This is an optimization exercise on Yosys and OpenROAD, whose aim is small area and a short achievable clock period, not a production implementation. Only simulation tests tie the RTL to the original design; equivalence was not proved.

==> willow <==
// MPCA_top
module MPCA_top (
    input              clk,
    input      [127:0] packets,
    input       [11:0] channel_load,
    input        [8:0] channel_capacity,
    input       [63:0] KEY,
    output reg  [15:0] grant_channel
);
reg [127:0] packets_r;
reg  [11:0] channel_load_r;
reg   [8:0] channel_capacity_r;
reg  [63:0] KEY_r;
wire [15:0] grant_channel_w;
always @(posedge clk) begin
    packets_r          <= packets;
    channel_load_r     <= channel_load;
    channel_capacity_r <= channel_capacity;
    KEY_r              <= KEY;
    grant_channel      <= grant_channel_w;
end
MPCA u_mpca (
    .packets          (packets_r),
    .channel_load     (channel_load_r),
    .channel_capacity (channel_capacity_r),
    .KEY              (KEY_r),
    .grant_channel    (grant_channel_w)
);
endmodule
clock: 55.0 ns
lec_check: 0
cap_margin: 20
core_margin: 2
core_utilization: 40
slew_margin: 20
run.sh (not shown) runs the stock make flow with config.mk's settings and CLKGATE_MAP_FILE= SYNTH_SCRIPT=/design/flow/synth_recipe.tcl, a recipe that flattens the netlist after the stock synthesis.
==> juniper (differences from willow) <==
--- a/flow/design.v
+++ b/flow/design.v
@@ -229,40 +229,45 @@
         else                   g[p] = 2'd3;
         if (vs[p] && !av[ps[p]]) pv = found ? fa(s) : fb(s);
         for (c = 0; c < 3; c = c + 1)
             if (g[p] == c) T[c] = {1'b0, T[c][6:1]};
     end
 end
-function [16:0] ft;
+function [10:0] fw;    
     input [3:0] L;
     case (L)
-        4'd0: ft = 17'h00380;
-        4'd1: ft = 17'h101c0;
-        4'd2: ft = 17'h180e0;
-        4'd3: ft = 17'h18060;
-        4'd4: ft = 17'h0c030;
-        4'd5: ft = 17'h06018;
-        4'd6: ft = 17'h02008;
-        4'd7: ft = 17'h01004;
-        4'd8: ft = 17'h00802;
-        4'd9: ft = 17'h00000;
-        4'd10: ft = 17'h00000;
-        4'd11: ft = 17'h00000;
-        4'd12: ft = 17'h00000;
-        4'd13: ft = 17'h00000;
-        4'd14: ft = 17'h00000;
-        4'd15: ft = 17'h10000;
+        4'd0: fw = {1'b0, 10'h380};
+        4'd1: fw = {1'b1, 10'h1c0};
+        4'd2: fw = {1'b1, 10'h0e0};
+        4'd3: fw = {1'b1, 10'h060};
+        4'd4: fw = {1'b0, 10'h030};
+        4'd5: fw = {1'b0, 10'h018};
+        4'd6: fw = {1'b0, 10'h008};
+        4'd7: fw = {1'b0, 10'h004};
+        4'd8: fw = {1'b0, 10'h002};
+        4'd9: fw = {1'b0, 10'h000};
+        4'd10: fw = {1'b0, 10'h000};
+        4'd11: fw = {1'b0, 10'h000};
+        4'd12: fw = {1'b0, 10'h000};
+        4'd13: fw = {1'b0, 10'h000};
+        4'd14: fw = {1'b0, 10'h000};
+        4'd15: fw = {1'b1, 10'h000};
     endcase
 endfunction
-reg [16:0] ftab [0:2];
+reg [10:0] fwin [0:2];
+reg [10:0] bm [0:7];     
 reg [2:0] fl [0:7];      
 always @(*) begin
-    for (c = 0; c < 3; c = c + 1) ftab[c] = ft(ld[c]);
-    for (i = 0; i < 8; i = i + 1)
+    for (c = 0; c < 3; c = c + 1) fwin[c] = fw(ld[c]);
+    for (i = 0; i < 8; i = i + 1) begin
+        for (j = 0; j < 10; j = j + 1)
+            bm[i][j] = (base[i] == j) | (base[i] == j + 10);
+        bm[i][10] = base[i][4];
         for (c = 0; c < 3; c = c + 1)
-            fl[i][c] = ftab[c][base[i]];
+            fl[i][c] = |(bm[i] & fwin[c]);
+    end
 end
 function gt5;    
     input [4:0] a, b;
     integer n;
     reg t;
     begin
==> flow/flow/run.sh (new file) <==
#!/bin/bash
# The standard layout (standard.sh) with two changes to how it is made:
# - synthesis maps no full/half adder cells (ADDER_MAP_FILE empty), so ABC
#   maps all of the arbiter's logic itself, seeing whole paths; registers,
#   flattening and names are as in the standard synthesis;
# - every input and output port is still buffered, with the smallest buffer
#   (sky130_fd_sc_hd__buf_1) instead of the resizer's pick.
# The clock, the SDC and all other settings are left as they are.
set -euo pipefail
export ADDER_MAP_FILE=
export BUFFER_PORTS_ARGS="-buffer_cell sky130_fd_sc_hd__buf_1"
bash standard.sh > standard_flow.log 2>&1
==> flow/standard.sh (new file) <==
#!/bin/bash
# synth_recipe.tcl (not shown) runs the flow's synth.tcl, then flattens the netlist and writes it again
# the make line also repeats each setting of config.mk as NAME=value (left out here)
make -C /OpenROAD-flow-scripts/flow DESIGN_CONFIG=/design/flow/config.mk WORK_HOME=/design/flow/orfs CLKGATE_MAP_FILE= SYNTH_SCRIPT=/design/flow/synth_recipe.tcl "${@:-finish}"
Settings changed: ABC_AREA from default to 1.
removed: flow/run.sh
==> indigo (differences from willow) <==
--- a/flow/design.v
+++ b/flow/design.v
@@ -229,40 +229,45 @@
         else                   g[p] = 2'd3;
         if (vs[p] && !av[ps[p]]) pv = found ? fa(s) : fb(s);
         for (c = 0; c < 3; c = c + 1)
             if (g[p] == c) T[c] = {1'b0, T[c][6:1]};
     end
 end
-function [16:0] ft;
+function [10:0] fw;    
     input [3:0] L;
     case (L)
-        4'd0: ft = 17'h00380;
-        4'd1: ft = 17'h101c0;
-        4'd2: ft = 17'h180e0;
-        4'd3: ft = 17'h18060;
-        4'd4: ft = 17'h0c030;
-        4'd5: ft = 17'h06018;
-        4'd6: ft = 17'h02008;
-        4'd7: ft = 17'h01004;
-        4'd8: ft = 17'h00802;
-        4'd9: ft = 17'h00000;
-        4'd10: ft = 17'h00000;
-        4'd11: ft = 17'h00000;
-        4'd12: ft = 17'h00000;
-        4'd13: ft = 17'h00000;
-        4'd14: ft = 17'h00000;
-        4'd15: ft = 17'h10000;
+        4'd0: fw = {1'b0, 10'h380};
+        4'd1: fw = {1'b1, 10'h1c0};
+        4'd2: fw = {1'b1, 10'h0e0};
+        4'd3: fw = {1'b1, 10'h060};
+        4'd4: fw = {1'b0, 10'h030};
+        4'd5: fw = {1'b0, 10'h018};
+        4'd6: fw = {1'b0, 10'h008};
+        4'd7: fw = {1'b0, 10'h004};
+        4'd8: fw = {1'b0, 10'h002};
+        4'd9: fw = {1'b0, 10'h000};
+        4'd10: fw = {1'b0, 10'h000};
+        4'd11: fw = {1'b0, 10'h000};
+        4'd12: fw = {1'b0, 10'h000};
+        4'd13: fw = {1'b0, 10'h000};
+        4'd14: fw = {1'b0, 10'h000};
+        4'd15: fw = {1'b1, 10'h000};
     endcase
 endfunction
-reg [16:0] ftab [0:2];
+reg [10:0] fwin [0:2];
+reg [10:0] bm [0:7];     
 reg [2:0] fl [0:7];      
 always @(*) begin
-    for (c = 0; c < 3; c = c + 1) ftab[c] = ft(ld[c]);
-    for (i = 0; i < 8; i = i + 1)
+    for (c = 0; c < 3; c = c + 1) fwin[c] = fw(ld[c]);
+    for (i = 0; i < 8; i = i + 1) begin
+        for (j = 0; j < 10; j = j + 1)
+            bm[i][j] = (base[i] == j) | (base[i] == j + 10);
+        bm[i][10] = base[i][4];
         for (c = 0; c < 3; c = c + 1)
-            fl[i][c] = ftab[c][base[i]];
+            fl[i][c] = |(bm[i] & fwin[c]);
+    end
 end
 function gt5;    
     input [4:0] a, b;
     integer n;
     reg t;
     begin
==> flow/flow/run.sh (new file) <==
#!/bin/bash
# The standard layout (standard.sh) with three changes to how it is made:
# - synthesis maps no full/half adder cells (ADDER_MAP_FILE empty), so ABC
#   maps all of the arbiter's logic itself, seeing whole paths; registers,
#   flattening and names are as in the standard synthesis;
# - every input and output port is still buffered, with the smallest buffer
#   (sky130_fd_sc_hd__buf_1) instead of the resizer's pick;
# - the resizer's setup repair aims at a shorter period than the clock's:
#   SETUP_SLACK_MARGIN asks repair_timing for that much positive slack.
# The clock, the SDC and all other settings are left as they are.
set -euo pipefail
export ADDER_MAP_FILE=
export BUFFER_PORTS_ARGS="-buffer_cell sky130_fd_sc_hd__buf_1"
export SETUP_SLACK_MARGIN=32
export TNS_END_PERCENT=5
bash standard.sh > standard_flow.log 2>&1
==> flow/standard.sh (new file) <==
#!/bin/bash
# synth_recipe.tcl (not shown) runs the flow's synth.tcl, then flattens the netlist and writes it again
# the make line also repeats each setting of config.mk as NAME=value (left out here)
make -C /OpenROAD-flow-scripts/flow DESIGN_CONFIG=/design/flow/config.mk WORK_HOME=/design/flow/orfs CLKGATE_MAP_FILE= SYNTH_SCRIPT=/design/flow/synth_recipe.tcl "${@:-finish}"
Settings changed: ABC_AREA from default to 1.
removed: flow/run.sh
==> run notes <==
willow finished with timing, DRC and antenna clean. indigo produced a clean layout. juniper went through all stages and came out clean.
The lowest design area belongs to willow, the highest to indigo.
In sequential cell count, willow and indigo do not differ.
First-iteration DRC count: willow < juniper < indigo.
Against willow, the area after synthesis of indigo is larger by about 40%.
Sequential share of layout area, lowest first: indigo, juniper, willow.
In synthesized cell count, juniper and indigo do not differ.
In indigo the clock-buffer cell count is lower than in willow, by 1.
==> figures <==
item                                                                 willow                     indigo                    juniper
Worst Clk Skew                                                    0.0159 ns                  0.0314 ns                  0.0267 ns
Post-synthesis mux area share                                         5.40%                    0.0166%                    0.0166%
Number of placement rows                                                119                        142                        142
Global-route wire length before repair                           259,000 um                 431,000 um                 429,000 um
Length in cells of the worst reg-to-reg path                            158                        186                        181
Min-Delay Endpoint                                 grant_channel[1]$_DFF_P_  grant_channel[11]$_DFF_P_  grant_channel[11]$_DFF_P_
Outcome                                            timing/DRC/antenna clean   timing/DRC/antenna clean   timing/DRC/antenna clean
Clock Network Area Fraction                                           2.09%                      1.58%                      1.70%
Critical path destination                          grant_channel[4]$_DFF_P_   grant_channel[1]$_DFF_P_   grant_channel[1]$_DFF_P_
Largest net degree at the start of global routing                        24                         17                         25
Synthesis warning total                                                  13                         14                         14
Core ar.                                                        105,000 um2                150,000 um2                150,000 um2
CTS clk-pin slew, worst paths                                       0.07 ns                    0.07 ns                    0.06 ns


==> inputs of violet <==
MPCA_top, a different RTL version from the one above (not shown whole).
Settings: LEC_CHECK=0, ABC_AREA=1, CAP_MARGIN=20, CORE_MARGIN=2, CORE_UTILIZATION=40, SLEW_MARGIN=20; clock period 55.0 ns.
standard.sh (not shown) runs the stock make flow with config.mk's settings and CLKGATE_MAP_FILE= SYNTH_SCRIPT=/design/flow/synth_recipe.tcl, a recipe that flattens the netlist after the stock synthesis.
==> flow/flow/run.sh <==
#!/bin/bash
# The standard layout (standard.sh) with three changes to how it is made:
# - synthesis maps no full/half adder cells (ADDER_MAP_FILE empty), so ABC
#   maps all of the arbiter's logic itself, seeing whole paths; registers,
#   flattening and names are as in the standard synthesis;
# - every input and output port is still buffered, with the smallest buffer
#   (sky130_fd_sc_hd__buf_1) instead of the resizer's pick;
# - the resizer's setup repair aims at a shorter period than the clock's:
#   SETUP_SLACK_MARGIN asks repair_timing for that much positive slack.
# The clock, the SDC and all other settings are left as they are.
set -euo pipefail
export ADDER_MAP_FILE=
export BUFFER_PORTS_ARGS="-buffer_cell sky130_fd_sc_hd__buf_1"
export SETUP_SLACK_MARGIN=33
export TNS_END_PERCENT=5
bash standard.sh > standard_flow.log 2>&1
==> inputs of amber, as changes to violet <==
--- a/flow/design.v
+++ b/flow/design.v
@@ -224,24 +224,24 @@
 wire [1:0] v1 = fadd(valid[3], valid[4], valid[5]);
 wire [1:0] v2 = fadd(valid[6], valid[7], v0[0]);
 wire [1:0] v3 = fadd(v0[1], v1[1], v2[1]);
 wire [1:0] v4 = fadd(v1[0], v2[0], 1'b0);
 wire [1:0] v5 = fadd(v3[0], v4[1], 1'b0);
 wire [1:0] v6 = fadd(v3[1], v5[1], 1'b0);
 wire [3:0] nv = {v6[1], v6[0], v5[0], v4[0]};
 reg       vs [0:7];
-reg [1:0] ps [0:7];
+reg [2:0] pp [0:7];      
 always @(*) begin
     for (p = 0; p < 8; p = p + 1) begin
         vs[p] = (p == 0) ? |nv : (p < 4) ? (nv[3] | nv[2] | (p == 1 ? nv[1] : (p == 2 ? nv[1] & nv[0] : 1'b0))) :
                 (p < 7) ? (nv[3] | (nv[2] & (p == 4 ? (nv[1] | nv[0]) : (p == 5 ? nv[1] : nv[1] & nv[0])))) : nv[3];
-        ps[p] = 2'd0;
+        pp[p] = 3'd0;
         for (i = 0; i < 8; i = i + 1)
-            ps[p] = ps[p] | ({2{sel[8*p+i]}} & pref[i]);
+            pp[p] = pp[p] | ({3{sel[8*p+i]}} & {pref[i] == 2'd2, pref[i] == 2'd1, pref[i] == 2'd0});
     end
 end
 function [1:0] fa;   
     input [1:0] s;
     fa = {s[0], ~s[1] & ~s[0]};
 endfunction
 function [1:0] fb;   
     input [1:0] s;
@@ -260,39 +260,41 @@
         2: cgt = v[2] | (v[1] & v[0]);
         3: cgt = v[2];
         4: cgt = v[2] & (v[1] | v[0]);
         5: cgt = v[2] & v[1];
         default: cgt = &v;
     endcase
 endfunction
 reg [6:0] T [0:2];       
-reg [1:0] pv;            
-reg [3:0] av;            
-reg [1:0] g [0:7];       
-reg [1:0] s;
-reg       found;
+reg [3:0] pv;            
+reg [3:0] P;             
+reg [3:0] S;             
+reg [2:0] A;             
+reg [2:0] F;             
+reg [2:0] G [0:7];       
+reg       hit, fbk;
 always @(*) begin
     for (c = 0; c < 3; c = c + 1)
         for (j = 0; j < 7; j = j + 1)
             T[c][j] = cgt(channel_capacity[3*c +: 3], j);
-    pv = 2'd3;
+    pv = 4'b1000;
     for (p = 0; p < 8; p = p + 1) begin
-        av = {1'b0, T[2][0], T[1][0], T[0][0]};
-        s = (pv == 2'd3) ? ps[p] : pv;
-        found = av[s] | av[fa(s)] | av[fb(s)];
-        if (!vs[p])            g[p] = 2'd3;
-        else if (av[ps[p]])    g[p] = ps[p];
-        else if (av[s])        g[p] = s;
-        else if (av[fa(s)])    g[p] = fa(s);
-        else if (av[fb(s)])    g[p] = fb(s);
-        else                   g[p] = 2'd3;
-        if (vs[p] && !av[ps[p]]) pv = found ? fa(s) : fb(s);
+        A = {T[2][0], T[1][0], T[0][0]};
+        P = {~|pp[p], pp[p]};
+        S = pv[3] ? P : pv;
+        hit = |(P[2:0] & A);
+        F[0] = A[0] & (S[0] | (S[2] & ~A[2]) | (S[1] & ~A[1] & ~A[2]));
+        F[1] = A[1] & (S[1] | (S[0] & ~A[0]) | (S[2] & ~A[2] & ~A[0]) | (S[3] & ~A[2]));
+        F[2] = A[2] & (S[2] | (S[1] & ~A[1]) | (S[0] & ~A[0] & ~A[1]) | S[3]);
+        fbk = vs[p] & ~hit;
+        G[p] = vs[p] ? (hit ? (P[2:0] & A) : F) : 3'b000;
+        if (fbk) pv = (|F) ? {1'b0, S[1] | S[3], S[0], S[2]} : {1'b0, S[0], S[2] | S[3], S[1]};
         for (c = 0; c < 3; c = c + 1)
-            if (g[p] == c) T[c] = {1'b0, T[c][6:1]};
+            if (G[p][c]) T[c] = {1'b0, T[c][6:1]};
     end
 end
 function [10:0] fw;    
     input [3:0] L;
     case (L)
         4'd0: fw = {1'b0, 10'h380};
         4'd1: fw = {1'b1, 10'h1c0};
         4'd2: fw = {1'b1, 10'h0e0};
@@ -336,48 +338,48 @@
 endfunction
 reg [4:0] nw [0:2];      
 reg [7:0] eqc;
 reg [1:0] a0, a1, a2, a3, a4, a5, a6;
 reg [3:0] cnt;
 reg [1:0] M;
 reg       g10, g01, g21, g12, g20, g02;
 reg       alleq;
-reg [1:0] gr [0:7];      
+reg [2:0] gr [0:7];      
 reg [7:0] el [0:2];      
 reg [7:0] cr [0:2];      
 reg       hs [0:2];
 reg [7:0] isc;
 reg       mv;
 reg [1:0] dest;
 reg [1:0] c1, c2;
 reg       cy;
 reg [15:0] gc;
 always @(*) begin
     for (i = 0; i < 8; i = i + 1) begin
-        gr[i] = 2'd0;
+        gr[i] = 3'd0;
         for (p = 0; p < 8; p = p + 1)
-            gr[i] = gr[i] | ({2{sel[8*p+i]}} & g[p]);
+            gr[i] = gr[i] | ({3{sel[8*p+i]}} & G[p]);
     end
     for (c = 0; c < 3; c = c + 1) begin
-        for (p = 0; p < 8; p = p + 1) eqc[p] = (g[p] == c);
+        for (p = 0; p < 8; p = p + 1) eqc[p] = G[p][c];
         a0 = fadd(eqc[0], eqc[1], eqc[2]);
         a1 = fadd(eqc[3], eqc[4], eqc[5]);
         a2 = fadd(eqc[6], eqc[7], a0[0]);
         a3 = fadd(a0[1], a1[1], a2[1]);
         a4 = fadd(a1[0], a2[0], 1'b0);
         a5 = fadd(a3[0], a4[1], 1'b0);
         a6 = fadd(a3[1], a5[1], 1'b0);
         cnt = {a6[1], a6[0], a5[0], a4[0]};
         cy = 1'b0;
         for (j = 0; j < 4; j = j + 1) begin
             {cy, nw[c][j]} = fadd(ld[c][j], cnt[j], cy);
         end
         nw[c][4] = cy;
-        for (i = 0; i < 8; i = i + 1) el[c][i] = (gr[i] == c) & ~fl[i][c];
+        for (i = 0; i < 8; i = i + 1) el[c][i] = gr[i][c] & ~fl[i][c];
         for (i = 0; i < 8; i = i + 1) begin
             cr[c][i] = el[c][i];
             for (j = 0; j < 8; j = j + 1)
                 if (j != i) cr[c][i] = cr[c][i] & (~el[c][j] | bf[8*j+i]);
         end
         hs[c] = |el[c];
     end
     g10 = gt5(nw[1], nw[0]); g01 = gt5(nw[0], nw[1]);
@@ -387,17 +389,17 @@
     alleq = ~g10 & ~g01 & ~g21 & ~g12;
     isc = cr[M];
     mv = hs[M] & ~alleq;
     c1 = fa(M); c2 = fb(M);
     if      (T[c1][0] && !(nw[c1][4] | &nw[c1][3:0])) dest = c1;
     else if (T[c2][0] && !(nw[c2][4] | &nw[c2][3:0])) dest = c2;
     else                                              dest = 2'd3;
     for (i = 0; i < 8; i = i + 1)
-        gc[2*i +: 2] = (mv & isc[i]) ? dest : gr[i];
+        gc[2*i +: 2] = (mv & isc[i]) ? dest : {~gr[i][0] & ~gr[i][1], ~gr[i][0] & ~gr[i][2]};
 end
 assign grant_channel = gc;
 endmodule
 module add16(input [15:0] a, input [15:0] b, input cin, output [15:0] s);
 wire [15:0] p = a ^ b;
 wire [15:0] g0;
 assign g0[0] = (a[0] & b[0]) | (p[0] & cin);
 assign g0[15:1] = a[15:1] & b[15:1];
==> flow/flow/run.sh (replaced) <==
#!/bin/bash
# The standard layout (standard.sh) with these changes to how it is made:
# - synthesis maps no full/half adder cells (ADDER_MAP_FILE empty), so ABC
#   maps all of the arbiter's logic itself, seeing whole paths; registers,
#   flattening and names are as in the standard synthesis;
# - every input and output port is still buffered, with the smallest buffer
#   (sky130_fd_sc_hd__buf_1) instead of the resizer's pick;
set -euo pipefail
export ADDER_MAP_FILE=
export BUFFER_PORTS_ARGS="-buffer_cell sky130_fd_sc_hd__buf_1"
export TNS_END_PERCENT=5
SETUP_SLACK_MARGIN=31.5 bash standard.sh cts > standard_to_cts.log 2>&1
SETUP_SLACK_MARGIN=30.5 bash standard.sh > standard_finish.log 2>&1
Settings changed: CORE_UTILIZATION 40 to 56, PLACE_DENSITY from default to 0.74.
==> run notes <==
| metric | violet | amber |
|---|---|---|
| Number of instances in the placed design | 10,400 | 9,911 |
| Share of cell area taken by flip-flops and latches | 8.63% | 10.3% |
| # resized after CTS | 769 | 0 |
| Run status | complete, no violations | complete, but fails checks |
| Violated checks | - | max-capacitance violations, max-slew violations |
| Startpoint of the worst-slack reg-to-reg timing path | KEY_r[11]$_DFF_P_ | KEY_r[10]$_DFF_P_ |
| DRT Pass-1 Iters | 8 | 9 |
| Seq. cell area | 5220 um^2 | 5200 um^2 |
| Clock transition at path regs | 0.08 ns | 0.07 ns |
| Diodes inserted | 4 | 1 |
| CP Buf/Inv Count | 24 | 17 |
| Core ar. | 118,000 um^2 | 83,600 um^2 |
| GR met3 Demand/Resource | 5.51% | 13.3% |
| Startpoint of the lowest-slack hold path | channel_load_r[11]$_DFF_P_ | channel_load_r[7]$_DFF_P_ |
| Post-route standard cell area excluding fillers | 60,400 um^2 | 50,600 um^2 |
| Number of rows in the core area | 126 | 106 |
| Layout clock area frac | 1.64% | 1.80% |
| Horizontal die dimension | 348 um | 294 um |
| Highest routed metal layer | met4 | met5 |
| Highest achievable clock rate | 44.1 MHz | 43.9 MHz |

==> re-timing with driven ports <==
Ports are ideal in the flow. The routed layouts listed here were re-timed in OpenROAD.
Step 1 sets driving cells, clkbuf_16 on the clock port and buf_2 on the other inputs (assumed; they add their load-dependent delay and slew).
Step 2 times the ports against the registers' clock, not the clock port: input delays grow and output delays shrink by t, the midpoint of the rising clock arrivals with the driver on.
Slacks: no drivers / after step 1 / after step 2; pairs: no drivers / after step 1.
run | t (ns) | setup slack, ns | clock arrival spread, ns | worst data-port slew with drivers (ns) | pins driven straight from the clock port
willow | 0.688 | 13.423 / 13.423 / 13.423 | 0.024 / 0.024 | 0.09 | 1
juniper | 0.768 | 28.795 / 28.795 / 28.795 | 0.042 / 0.041 | 0.09 | 1
indigo | 0.768 | 32.553 / 32.553 / 32.553 | 0.044 / 0.044 | 0.15 | 1
violet | 0.695 | 32.300 / 32.300 / 32.300 | 0.031 / 0.030 | 0.12 | 1
amber | 0.686 | 32.237 / 32.237 / 32.237 | 0.033 / 0.033 | 0.08 | 1
